Background: an optimization exercise with open tools, aiming at small area. Do not read the settings as production practice. In this exercise RTL edits were held to simulation tests only and were not proved equivalent to the original.

==> v34: inputs <==
==> flow/design.v (excerpt) <==
module I2C_Top
    (
        input clk,
        input rst,  
        input processor,
        input Sda_In,  
        output Sda_Out,  
        output Scl_Out,  
        output an7, an6, an5, an4, an3, an2, an1, an0, ca, cb, cc, cd, ce, cf, cg, dp
    );
    wire [6:0] Address;
    wire [7:0] Data_Frames;
    wire writes;
    wire [3:0] shtreads, bytesreceived, outputreceivedcounter;
    wire [2:0] masterstateout;
    wire [7:0] datareceived;
    wire [15:0] tempoutput, rhoutput;
    wire tempreadyout, rhreadyout;
    wire [2:0] sclstateout;
    wire CRC_Error_Out;
    wire Scl_Flag_Out;
    wire bitstrobe, bytedone;
    i2c_master master1 (
        .clk (clk),
        .rst (rst),
        .Sda_Out(Sda_Out),
        .Sda_In(Sda_In),
        .Processor_Ready(processor),
        .Command_Data_Frames(Data_Frames),
        .Peripheral_Address(Address),
        .Scl_Out(Scl_Out),
        .i2c_writes(writes),
        .SHT_Reads(shtreads),
        .Bytes_Received(bytesreceived),
        .Data_Received(datareceived),
        .Output_Received_Counter(outputreceivedcounter),
        .Master_State_Out(masterstateout),
        .Scl_State_Out(sclstateout),
        .CRC_Error_Out(CRC_Error_Out),
        .Scl_Flag_Out(Scl_Flag_Out),
        .Bit_Strobe(bitstrobe),
        .Byte_Done(bytedone)
        );
  ...
==> flow/config.mk <==
export PLATFORM = sky130hd
export DESIGN_NAME = I2C_Top
export DESIGN_NICKNAME = I2C_Top
export VERILOG_FILES = /design/flow/design.v
export SDC_FILE = /design/flow/constraint.sdc
export NUM_CORES = 4
export LEC_CHECK = 0
export ABC_AREA = 1
export CAP_MARGIN = 20
export CORE_MARGIN = 2
export CORE_UTILIZATION = 65
export CTS_BUF_LIST = sky130_fd_sc_hd__clkbuf_4 sky130_fd_sc_hd__clkbuf_8
export SLEW_MARGIN = 20
==> flow/constraint.sdc <==
create_clock -name core_clock -period 15.0 [get_ports {clk}]
set_input_delay 3.0000 -clock core_clock [delete_from_list [all_inputs] [get_ports {clk}]]
set_output_delay 3.0000 -clock core_clock [all_outputs]
set_load 0.01 [all_outputs]
standard.sh (not shown) runs the stock make flow with config.mk's settings and CLKGATE_MAP_FILE= SYNTH_SCRIPT=/design/flow/synth_recipe.tcl, a recipe that flattens the netlist after the stock synthesis.
==> flow/flow/run.sh <==
#!/bin/bash
# Own flow: the standard layout (standard.sh) throughout, except that the
# synthesis step reads a copy of ORFS's scripts in which abc_area.script is
# replaced by flow/abc_area.script (a stronger ABC area script). Synthesis
# still maps the flip-flops before ABC runs, so the registers, their names and
# cell types are those of the standard synthesis.
set -euo pipefail
W=$PWD
rm -rf "$W/scripts_mod"
cp -r "$FLOW_HOME/scripts" "$W/scripts_mod"
cp "$W/flow/abc_area.script" "$W/scripts_mod/abc_area.script"
bash standard.sh SCRIPTS_DIR="$W/scripts_mod" synth > "$W/standard_synth.log" 2>&1
bash standard.sh finish > "$W/standard_finish.log" 2>&1
==> flow/flow/abc_area.script <==
strash
&get -n
&deepsyn -T 60
&put
dch -f
map -a
topo
dnsize -c
==> v33 (differences from v34) <==
--- a/flow/design.v
+++ b/flow/design.v
@@ -43,40 +43,43 @@
     reg Write_Flag;
     reg Ack_Pass;
     reg r_or_w;  
     reg Write_State_Flag;
     wire [8:0] Sda_Counter = Counter;
     wire [3:0] Transmit_Counter = Bit_Counter;
     wire [3:0] Receive_Counter = Bit_Counter;
-    wire Sda_Counter_Ready = (Sda_Counter == 480);
-    wire Sda_Inc_Ok = (Sda_Counter < 480);
+    wire Sda_Counter_Ready = &Sda_Counter[8:5];       
+    wire Sda_Inc_Ok = !Sda_Counter_Ready;             
+    wire K_Lt8 = !Bit_Counter[3];                     
+    wire K_Eq8 = Bit_Counter[3] && !Bit_Counter[0];   
+    wire K_Eq9 = Bit_Counter[3] && Bit_Counter[0];    
     wire Sda_Half = (Sda_Counter > 240);
     wire [8:0] Sda_Inc = Counter + 9'd1;
     wire Proc_Done = Processor_Ready && (Proc_High != 10'd0 || Counter > 480);
     always @(posedge clk) begin
         if (rst)
             Proc_High <= 10'd0;
         else if (Master_State == Master_Processor && !Proc_Done) begin
             if (Counter == 9'd511)
                 Proc_High <= {Proc_High[8:0], Proc_High[9] ^ Proc_High[6] ^ (Proc_High[8:0] == 9'd0)};
         end
         else
             Proc_High <= 10'd0;
     end
-    wire Last_Read = (Total_Receive_Counter == 3'd5);
+    wire Last_Read = Total_Receive_Counter[2] && Total_Receive_Counter[0];  
     assign Sda_Out = Master_Data;
     assign Bytes_Received = 4'd0;
     assign Data_Received = Received_Data;
     assign Output_Received_Counter = {1'b0, Total_Receive_Counter};
     assign Master_State_Out = Master_State;
     wire Scl_Falling_Edge = (Scl_Edge_Checker && !Scl_Out);
     wire Scl_Rising_Edge = (!Scl_Edge_Checker && Scl_Out);
     wire In_Receive = (Master_State == Master_Receive);
-    assign Bit_Strobe = In_Receive && Receive_Counter < 8 && Scl_Rising_Edge;
-    assign Byte_Done = In_Receive && Receive_Counter == 9 && !Scl_Out && Sda_Half;
+    assign Bit_Strobe = In_Receive && K_Lt8 && Scl_Rising_Edge;
+    assign Byte_Done = In_Receive && K_Eq9 && !Scl_Out && Sda_Half;
     always @(posedge clk)
         if (Bit_Strobe) Received_Data <= {Received_Data[6:0], Sda_In};
     always @(posedge clk) begin
         if (rst) begin
             Master_State <= Master_Processor;
             Counter <= 9'd0;
             Bit_Counter <= 4'd0;
@@ -106,27 +109,27 @@
                         Counter <= 0;
                         Master_State <= Master_Transmit_Address; 
                     end
                 end
                 if (Scl_State_Out != Scl_Start && Sda_Counter_Ready) Counter <= 0;
             end
             Master_Transmit_Address: begin
-                if (!Scl_Out && Transmit_Counter < 8 && Scl_State_Out == Scl_Transmit) begin
+                if (!Scl_Out && K_Lt8 && Scl_State_Out == Scl_Transmit) begin
                     if (Sda_Inc_Ok) begin
                         Counter <= Sda_Inc;
                         if (Sda_Half) begin
                             Bit_Counter <= Transmit_Counter + 1; 
                             Counter <= 0;
-                            if (Transmit_Counter != 7)
+                            if (Transmit_Counter[2:0] != 3'd7)
                                 Master_Data <= Address_Bits[3'd6 - Transmit_Counter[2:0]];
                         end
                     end        
                 end
-                if (Scl_Out && Transmit_Counter < 8) Counter <= 0;
-                if (Transmit_Counter == 8) begin
+                if (Scl_Out && K_Lt8) Counter <= 0;
+                if (K_Eq8) begin
                     if (Sda_Inc_Ok) Counter <= Sda_Inc;
                     Master_Data <= r_or_w;
                     if (Sda_Counter_Ready && !Scl_Out) begin
                         Bit_Counter <= 0; 
                         Counter <= 0;
                         Master_State <= Master_Ack; 
                     end 	
@@ -169,50 +172,50 @@
                             Ack_Pass <= 0;
                             Master_State <= Master_Write; 
                         end
                     end
                 end
             end
             Master_Write: begin
-                if (!Scl_Out && Transmit_Counter < 8 && Scl_State_Out == Scl_Transmit) begin
+                if (!Scl_Out && K_Lt8 && Scl_State_Out == Scl_Transmit) begin
                     if (Sda_Inc_Ok) Counter <= Sda_Inc;
                     if (Sda_Half) begin
                         Bit_Counter <= Transmit_Counter + 1; 
                         Counter <= 0;
                         Master_Data <= Command_Bits[3'd7 - Transmit_Counter[2:0]];
                     end
                 end
-                if (Scl_Out && Transmit_Counter < 8) Counter <= 0;
-                if (Transmit_Counter == 8) begin
+                if (Scl_Out && K_Lt8) Counter <= 0;
+                if (K_Eq8) begin
                     if (Sda_Inc_Ok) Counter <= Sda_Inc;
                     if (!r_or_w) begin
                         r_or_w <= 1;
                         Write_State_Flag <= 1;
                     end
                     if (Sda_Counter_Ready && !Scl_Out) begin
                         Bit_Counter <= 0;
                         Master_State <= Master_Ack;
                     end
                 end
             end
             Master_Receive: begin                                 
                 if (Scl_Out) Counter <= 0;
                 Scl_Edge_Checker <= Scl_Out;
-                if (Receive_Counter < 8 && Scl_Rising_Edge) begin
+                if (K_Lt8 && Scl_Rising_Edge) begin
 		            Bit_Counter <= Receive_Counter + 1;
 	            end
-                if (Receive_Counter == 8 && !Scl_Out && !Scl_Falling_Edge) begin 
+                if (K_Eq8 && !Scl_Out && !Scl_Falling_Edge) begin 
                     if (Sda_Inc_Ok) Counter <= Sda_Inc;
                     if (Sda_Half) begin
                         if (!Last_Read) Master_Data <= 0; 
                         Bit_Counter <= Receive_Counter + 1; 
                         Counter <= 0;
                     end
                 end
-                if (Receive_Counter == 9 && !Scl_Out) begin
+                if (K_Eq9 && !Scl_Out) begin
                     if (Sda_Inc_Ok) Counter <= Sda_Inc;
                     if (Sda_Half) begin
                         Master_Data <= 1;    
                         Bit_Counter <= 0; 
                         Total_Receive_Counter <= Total_Receive_Counter + 1;
                         Counter <= 0;
                         if (Last_Read) begin
@@ -275,15 +278,15 @@
     reg [8:0] Scl_Counter;
     reg Scl_Out_Local;
     reg [4:0] Scl_Transmit_Counter;
     reg Scl_Flag; 
     wire Scl_Counter_Ready;
     assign Scl_Out = Scl_Out_Local;
     assign Scl_State_Out = Scl_State;
-    assign Scl_Counter_Ready = (Scl_Counter == 480);
+    assign Scl_Counter_Ready = &Scl_Counter[8:5];  
     assign Scl_Flag_Out = Scl_Flag;
     always @(posedge clk) begin
         if (rst) begin
             Scl_Counter <= 5'd0;
             Scl_Transmit_Counter <= 5'd0;
             Scl_State <= Scl_Start;
             Scl_Out_Local <= 1;
@@ -308,15 +311,15 @@
                         Scl_Counter <= 0;
                         Scl_Flag <= 0;
                         Scl_State <= Scl_Transmit;
                     end
                 end                
             end
             Scl_Transmit: begin  
-                if (Scl_Transmit_Counter < 18) begin  
+                if (!(Scl_Transmit_Counter[4] && Scl_Transmit_Counter[1])) begin  
                     if (Scl_Counter_Ready) begin
                         if (Scl_Out) begin
                             Scl_Out_Local <= 0;
                             Scl_Counter <= 0;
                             Scl_Transmit_Counter <= Scl_Transmit_Counter + 1;
                         end
                         else begin
@@ -343,15 +346,15 @@
                     Scl_Counter <= Scl_Counter + 1;
                     if (Scl_Counter_Ready) begin
                         Scl_Out_Local <= 1;
                         Scl_Counter <= 0;
                         Scl_State <= Scl_Start;
                     end
                 end
-                else if ((Master_State_Out == Master_Receive && SHT_Reads != Output_Received_Counter) || Master_State_Out == Master_Transmit_Address || Master_State_Out == Master_Write) begin  
+                else if ((Master_State_Out == Master_Receive && !(Output_Received_Counter[2] && Output_Received_Counter[0])  ) || Master_State_Out == Master_Transmit_Address || Master_State_Out == Master_Write) begin  
                     Scl_State <= Scl_Transmit;
                 end
             end
             Scl_Stop: begin  
                 if (Master_State_Out == Master_End) begin
                     Scl_Counter <= Scl_Counter + 1;
                     if (Scl_Counter > 240) begin
@@ -390,15 +393,21 @@
     wire [2:0] ORC = Output_Received_Counter[2:0];
     assign SHT_Reads = 4'd5;
     assign Temperature_Output = Temperature;
     assign Humidity_Output = Humidity;
     assign Temp_Ready_Out = Temp_Ready;
     assign RH_Ready_Out = RH_Ready;
     assign CRC_Error_Out = CRC_Error;
-    wire Check = Done2 && (ORC == 3'd3 || ORC == 3'd0);
+    wire O0 = !ORC[2] && !ORC[1] && !ORC[0];
+    wire O1 = !ORC[2] && !ORC[1] && ORC[0];
+    wire O2 = ORC[1] && !ORC[0];
+    wire O3 = ORC[1] && ORC[0];
+    wire O4 = ORC[2] && !ORC[0];
+    wire O5 = ORC[2] && ORC[0];
+    wire Check = Done2 && (O3 || O0);
     wire CRC_Ok = (CRC == 8'd0);
     always @(posedge clk) begin
         if (rst) begin
             Done1 <= 1'b0;
             Done2 <= 1'b0;
             CRC <= 8'hFF;
             CRC_Error <= 1'b0;
@@ -407,22 +416,22 @@
             Temperature <= 16'd0;
             Humidity <= 16'd0;
         end
         else begin
             Done1 <= Byte_Done;
             Done2 <= Done1;
             CRC_Error <= Check && !CRC_Ok;
-            if (Done1 && ORC == 3'd1) RH_Ready <= 0;
-            if (Done1 && ORC == 3'd4) Temp_Ready <= 0;
-            if (Done2 && ORC == 3'd1) Temperature[15:8] <= Data_Received;
-            if (Done2 && ORC == 3'd2) Temperature[7:0] <= Data_Received;
-            if (Done2 && ORC == 3'd4) Humidity[15:8] <= Data_Received;
-            if (Done2 && ORC == 3'd5) Humidity[7:0] <= Data_Received;
-            if (Check && CRC_Ok && ORC == 3'd3) Temp_Ready <= 1;
-            if (Check && CRC_Ok && ORC == 3'd0) RH_Ready <= 1;
+            if (Done1 && O1) RH_Ready <= 0;
+            if (Done1 && O4) Temp_Ready <= 0;
+            if (Done2 && O1) Temperature[15:8] <= Data_Received;
+            if (Done2 && O2) Temperature[7:0] <= Data_Received;
+            if (Done2 && O4) Humidity[15:8] <= Data_Received;
+            if (Done2 && O5) Humidity[7:0] <= Data_Received;
+            if (Check && CRC_Ok && O3) Temp_Ready <= 1;
+            if (Check && CRC_Ok && O0) RH_Ready <= 1;
             if (Bit_Strobe)
                 CRC <= {CRC[6:0], 1'b0} ^ ((CRC[7] ^ Bit_In) ? 8'h31 : 8'h00);
             if (Check)
                 CRC <= 8'hFF;
         end
     end
 endmodule
@@ -443,18 +452,19 @@
         input [15:0] i_temp, i_rh,
         input i_r_temp, i_r_rh,
         output an7, an6, an5, an4, an3, an2, an1, an0,  
         output ca, cb, cc, cd, ce, cf, cg, dp  
     );
     reg [10:0] cnt;
     reg [2:0] sd;
-    reg blank;
     reg [3:0] code;
+    wire blank = (cnt == 11'd2047);
+    wire next_digit = &cnt[10:6] && cnt[4] && cnt[0];  
     reg [6:0] ut, uh;
-    wire load_ok = (cnt < 11'd1993);
+    wire load_ok = !(&cnt[10:6] && (cnt[5] || cnt[4] || (cnt[3] && |cnt[2:0])));  
     wire [2:0] nd = sd + 1;
     wire sel_h = load_ok ? i_r_rh : nd[2];
     wire [15:0] x = sel_h ? i_rh : i_temp;
     wire [18:0] xm;
     seg_rca #(19) a_xm (.a({3'b0, x}), .b(sel_h ? {2'b0, x, 1'b0} : {1'b0, x, 2'b0}), .ci(1'b0), .s(xm));
     wire [22:0] p;
     seg_rca #(23) a_p (.a(sel_h ? {x, 7'b0} : {xm[16:0], 6'b0}), .b(~{4'b0, xm}), .ci(1'b1), .s(p));
@@ -475,23 +485,21 @@
     wire [3:0] ones = v % 10;
     wire [3:0] ncode = (nd[1:0] == 2'd0) ? tens :
                        (nd[1:0] == 2'd1) ? ones :
                        (nd[1:0] == 2'd2) ? deci :
                        (nd[2] ? 4'd11 : 4'd10);
     always @(posedge clk) begin
         if (rst) begin
-            cnt <= 11'd2001;
+            cnt <= 11'd2047;
             sd <= 3'd7;
-            blank <= 1;
             code <= 4'd15;
         end else begin
-            if (cnt == 11'd2001) begin
+            if (next_digit) begin
                 cnt <= 0;
                 sd <= nd;
-                blank <= 0;
                 code <= ncode;
             end else
                 cnt <= cnt + 1;
         end
     end
     assign an7 = blank | (sd != 3'd0);
     assign an6 = blank | (sd != 3'd1);
==> flow/flow/run.sh (replaced) <==
#!/bin/bash
# Own flow: the standard layout (standard.sh) with these changes:
#  - synthesis reads a copy of ORFS's scripts in which abc_area.script is
#    replaced by flow/abc_area.script (a stronger ABC area script); the
#    flip-flops are mapped before ABC runs, so the registers, their names and
#    cell types are those of the standard synthesis;
#  - clock tree synthesis adds no dummy load cells (-dont_use_dummy_load);
#  - the port buffers that global placement inserts on every input and output
#    are sky130_fd_sc_hd__buf_1 cells.
set -euo pipefail
W=$PWD
rm -rf "$W/scripts_mod"
cp -r "$FLOW_HOME/scripts" "$W/scripts_mod"
cp "$W/flow/abc_area.script" "$W/scripts_mod/abc_area.script"
bash standard.sh SCRIPTS_DIR="$W/scripts_mod" synth > "$W/standard_synth.log" 2>&1
bash standard.sh BUFFER_PORTS_ARGS="-buffer_cell sky130_fd_sc_hd__buf_1" CTS_ARGS="-repair_clock_nets -dont_use_dummy_load -buf_list {sky130_fd_sc_hd__clkbuf_4 sky130_fd_sc_hd__clkbuf_8}" finish > "$W/standard_finish.log" 2>&1
==> flow/flow/abc_area.script (replaced) <==
strash
&get -n
&deepsyn -T 60
&nf -p -F 8 -A 4 -a -R 1000
&put
topo
dnsize -c
- CORE_UTILIZATION: 65 -> 75
==> v13 (differences from v34) <==
==> flow/run.sh (new file) <==
#!/bin/bash
# synth_recipe.tcl (not shown) runs the flow's synth.tcl, then flattens the netlist and writes it again
# the make line also repeats each setting of config.mk as NAME=value (left out here)
make -C /OpenROAD-flow-scripts/flow DESIGN_CONFIG=/design/flow/config.mk WORK_HOME=/design/flow/orfs CLKGATE_MAP_FILE= SYNTH_SCRIPT=/design/flow/synth_recipe.tcl finish
- CORE_UTILIZATION: 65 -> 60
- CTS_BUF_LIST: sky130_fd_sc_hd__clkbuf_4 sky130_fd_sc_hd__clkbuf_8 -> sky130_fd_sc_hd__clkbuf_8
removed: flow/flow/run.sh
removed: flow/flow/abc_area.script
removed: flow/standard.sh
==> impl_metrics.ini <==
[yosys]
synthesis.nets = 1593
ys_types = 63
yosys.cell_count.top_type = sky130_fd_sc_hd__inv_1
yosys-top-cells-area = sky130_fd_sc_hd__dfxtp_1 26%, sky130_fd_sc_hd__inv_1 10%, sky130_fd_sc_hd__nand2_1 9.0%

[final_layout]
layout-drive-gt1-share = 0.0542
multi_input_gate_share_of_total_cell_area = 0.549
num-multi-input-gates = 1037

[pwr]
power.net_switching_uw = 1120

[run_status]
status = finished clean

[setup_path]
critical_path.max_fanout = 43

[placed_design]
post-place-cells = 1719

[clock_tree]
clock_sink_count = 140

[floorplan]
tapCellCount = 220

[route]
route.met2.wl_mm = 11.9
The numbers above come from v13.

==> impl_metrics.ini <==
[run_status]
status = finished clean

[clock_tree]
clock_sink_count = 139

[route]
route.met2.wl_mm = 8.74
avgViaCountPerCell = 6.34
drt_drc_violations_left = 0

[yosys]
yosys-top-cells-area = sky130_fd_sc_hd__dfxtp_1 33%, sky130_fd_sc_hd__ha_1 7.8%, sky130_fd_sc_hd__fa_1 7.1%
number_of_enable_type_register_cells_in_the_synthesized_netlist = 8
main_combinational_cell_family_by_area_after_synthesis = compound AO/OA/AOI/OAI gates
synthesis.nets = 988
ys_types = 56
yosys.cell_count.top_type = sky130_fd_sc_hd__dfxtp_1

[pwr]
combinational_power_share = 0.244
power.net_switching_uw = 267

[setup_path]
worst_setup_path_endpoint = segdisplay1.ut[6]$_SDFFE_PP0P_
critical_path.max_fanout = 38

[placed_design]
post-place-cells = 1067

[final_layout]
num-multi-input-gates = 710
layout-drive-gt1-share = 0.0264
multi_input_gate_share_of_total_cell_area = 0.574

[floorplan]
tapCellCount = 136
The numbers above come from v33.

==> impl_metrics.ini <==
[run_status]
status = finished clean

[final_layout]
layout-drive-gt1-share = 0.0335
num-multi-input-gates = 701

[pwr]
seqPwrFrac = 0.215

[route]
route.met2.wl_mm = 8.17

[placed_design]
dp.final_hpwl_mm = 13.5
post-place-cells = 1269

[yosys]
yosys.cell_count.top_type = sky130_fd_sc_hd__clkinv_1
ys_types = 41
synthesis.nets = 1157
yosys-top-cells-area = sky130_fd_sc_hd__dfxtp_1 33%, sky130_fd_sc_hd__clkinv_1 11%, sky130_fd_sc_hd__ha_1 7.6%

[sta]
time_the_worst_path_needs_with_i_o_delays_and_setup_ns = 9.96

[setup_path]
critical_path.max_fanout = 36

[clock_tree]
clock_sink_count = 140

[floorplan]
tapCellCount = 168
The numbers above come from v34.

## afterwards: timing with drivers on the ports
In the flow no input, the clock included, has a driving cell. The finished layouts below were timed again as built, in two steps.
Step 1 (the two cells are an assumption about what drives the block):
set clk [get_ports {clk}]
set_driving_cell -lib_cell sky130_fd_sc_hd__clkbuf_16 $clk
set_driving_cell -lib_cell sky130_fd_sc_hd__buf_2 [delete_from_list [all_inputs] $clk]
Step 2 adds t to the input delays and takes it off the output delays; t is the mean of the earliest and latest rising clock arrival at the registers after step 1. Input paths then give back, and output paths get back, about the clock's delay inside the block.
a / b / c = no drivers / after step 1 / after step 2; a / b = the first two.
run | shift t [ns] | setup WS [ns] | hold slack, ns | slew at the worst register clock pin (ns) | worst data-port slew with drivers (ns)
v34 | 0.484 | 5.038 / 5.038 / 5.038 | 0.442 / 0.442 / 0.442 | 0.09 / 0.09 | 0.03
v33 | 0.452 | 4.730 / 4.730 / 4.730 | 0.455 / 0.455 / 0.455 | 0.08 / 0.08 | 0.03
v13 | 0.506 | 4.958 / 4.958 / 4.958 | 0.450 / 0.450 / 0.450 | 0.09 / 0.09 | 0.03
After both steps every run listed still meets setup and hold.
